Background: an optimization exercise with open tools, aiming at small area, a short achievable clock period and few clock cycles per item. Do not read the settings as production practice.
Only simulation tests tie the RTL to the original design; equivalence was not proved.

==> nickel: inputs <==
// top_module
module top_module(clk, reset, INIT, READY, DONE,
                  input_ram_en, input_ram_addr, input_ram_data,
                  filter_rom_en, filter_rom_addr, filter_rom_data,
                  conv_valid, conv_out);
input clk;
input reset;
input INIT;
output READY;
output DONE;
output input_ram_en;
output [9:0] input_ram_addr;
input [63:0] input_ram_data;
output filter_rom_en;
output filter_rom_addr;
input [63:0] filter_rom_data;
output conv_valid;
output [19:0] conv_out;
reg ready_q;
reg rd_en;
reg [9:0] rd_addr;
wire start = ready_q & INIT;
wire rd_last = (rd_addr == 10'd513);
always @(posedge clk) begin
    if (!reset) begin
        ready_q <= 1'b1;
        rd_en <= 1'b0;
        rd_addr <= 10'd0;
    end else begin
        if (start) begin
            ready_q <= 1'b0;
            rd_en <= 1'b1;
            rd_addr <= 10'd0;
        end else if (rd_en) begin
            rd_addr <= rd_addr + 10'd1;
            if (rd_last) rd_en <= 1'b0;
        end
        if (DONE) ready_q <= 1'b1;
    end
end
assign READY = ready_q;
assign input_ram_en = rd_en;
assign input_ram_addr = rd_addr;
assign filter_rom_en = rd_en;
assign filter_rom_addr = rd_addr[0];
reg [4:0] vo_p;
reg [4:0] last_p;
always @(posedge clk) begin
    if (!reset) begin
        vo_p <= 5'd0;
        last_p <= 5'd0;
    end else begin
        vo_p <= {vo_p[3:0], rd_en & rd_addr[0]};
        last_p <= {last_p[3:0], rd_en & rd_last};
    end
end
assign conv_valid = vo_p[4];
assign DONE = last_p[4];
reg [0:0] g_q;
always @(posedge clk)
    g_q <= {1{vo_p[2]}};
reg [19:0] acc;
wire p1;
wire p2;
wire p3;
wire p4;
wire p5;
wire p6;
wire p7;
wire p8;
wire p9;
wire p10;
  ...
clock: 6.0 ns
lec_check: 0
cap_margin: 20
core_margin: 2
core_utilization: 50
place_density: 0.7
setup_slack_margin: 3.5
slew_margin: 20
synth_hierarchical: 1
synth_minimum_keep_size: 0
standard.sh (not shown) runs the stock make flow with config.mk's settings and CLKGATE_MAP_FILE= SYNTH_SCRIPT=/design/flow/synth_recipe.tcl, a recipe that flattens the netlist after the stock synthesis.
==> flow/flow/run.sh <==
#!/bin/bash
# Layout flow: the standard ORFS flow (standard.sh), with these changes:
#  - port buffers: at the start of global placement, flow/pre_gpl.tcl removes the
#    synthesis buffers (as the standard flow does there) and puts a
#    sky130_fd_sc_hd__buf_4 on every input port and a sky130_fd_sc_hd__buf_1 on every
#    output port, in place of the standard buffer_ports call; they are kept through
#    the step's own remove_buffers and released for timing repair by
#    flow/post_gpl.tcl;
#  - clock tree synthesis arguments: -sink_clustering_enable -repair_clock_nets -dont_use_dummy_load -buf_list sky130_fd_sc_hd__clkbuf_8 -sink_clustering_size 15 -sink_clustering_max_diameter 60
# The whole make output goes to flow_make.log in the work folder; ORFS also keeps
# each step's own log under orfs/logs/.
set -euo pipefail
export CTS_ARGS="-sink_clustering_enable -repair_clock_nets -dont_use_dummy_load -buf_list sky130_fd_sc_hd__clkbuf_8 -sink_clustering_size 15 -sink_clustering_max_diameter 60"
bash standard.sh "DONT_BUFFER_PORTS=1" "PRE_GLOBAL_PLACE_TCL=$PWD/flow/pre_gpl.tcl" "POST_GLOBAL_PLACE_TCL=$PWD/flow/post_gpl.tcl" "CTS_ARGS=$CTS_ARGS" finish > flow_make.log 2>&1
==> flow/flow/post_gpl.tcl <==
# Let timing repair resize the port buffers again.
unset_dont_touch [get_cells {input* output*}]
==> flow/flow/pre_gpl.tcl <==
# Buffer every input and output port (the standard flow's buffer_ports, with chosen cells).
remove_buffers
buffer_ports -inputs -buffer_cell sky130_fd_sc_hd__buf_4
buffer_ports -outputs -buffer_cell sky130_fd_sc_hd__buf_1
set_dont_touch [get_cells {input* output*}]
puts "port buffers: [llength [get_cells {input* output*}]]"
==> delta (differences from nickel) <==
CORE_UTILIZATION = 60   (was 50)
PLACE_DENSITY = 0.8   (was 0.7)
==> summary of the runs <==
Synthesized cell count is the same in delta and nickel.
Sequential share of layout area: nickel is lower than delta (0.26 points).
Non-clock buffer count: delta is lower than nickel (5).
delta went through all stages and came out clean. nickel completed with no timing, DRC or antenna violations.
Of nickel and delta, delta has the higher setup slack (gap 0.0078 ns).
Against delta, the global-route usage of nickel is lower by 5.1 points.
Cell area: nickel is higher than delta (about 0.9%).
Testbench counts of nickel, summed over its fixed seeds: cycles 8,320, items 4,112.
Testbench counts of delta, summed over its fixed seeds: cycles 8,320, items 4,112.

afterwards: timing with drivers on the ports:
In the flow no input, the clock included, has a driving cell. The finished layouts below were timed again as built, in two steps. Step 1, drivers: a clkbuf_16 drives clk and a buf_2 each remaining input, both assumed. Step 2 also shifts input and output timing later by t, the mid clock arrival at the registers, as if the neighbouring blocks saw the same clock. a / b / c = no drivers / after step 1 / after step 2; a / b = the first two.
run | shift t [ns] | slack for setup (ns) | worst setup path after step 2 | clock arrival spread, ns | worst data-port slew with drivers (ns)
nickel | 0.633 | 3.514 / 3.514 / 3.053 | input to register | 0.073 / 0.073 | 0.05
delta | 0.599 | 3.522 / 3.522 / 3.004 | input to register | 0.042 / 0.041 | 0.05
After both steps every run listed still meets setup and hold. The setup slack of delta, which loses most, moves by 0.000 ns with the drivers and by -0.518 ns with both steps.
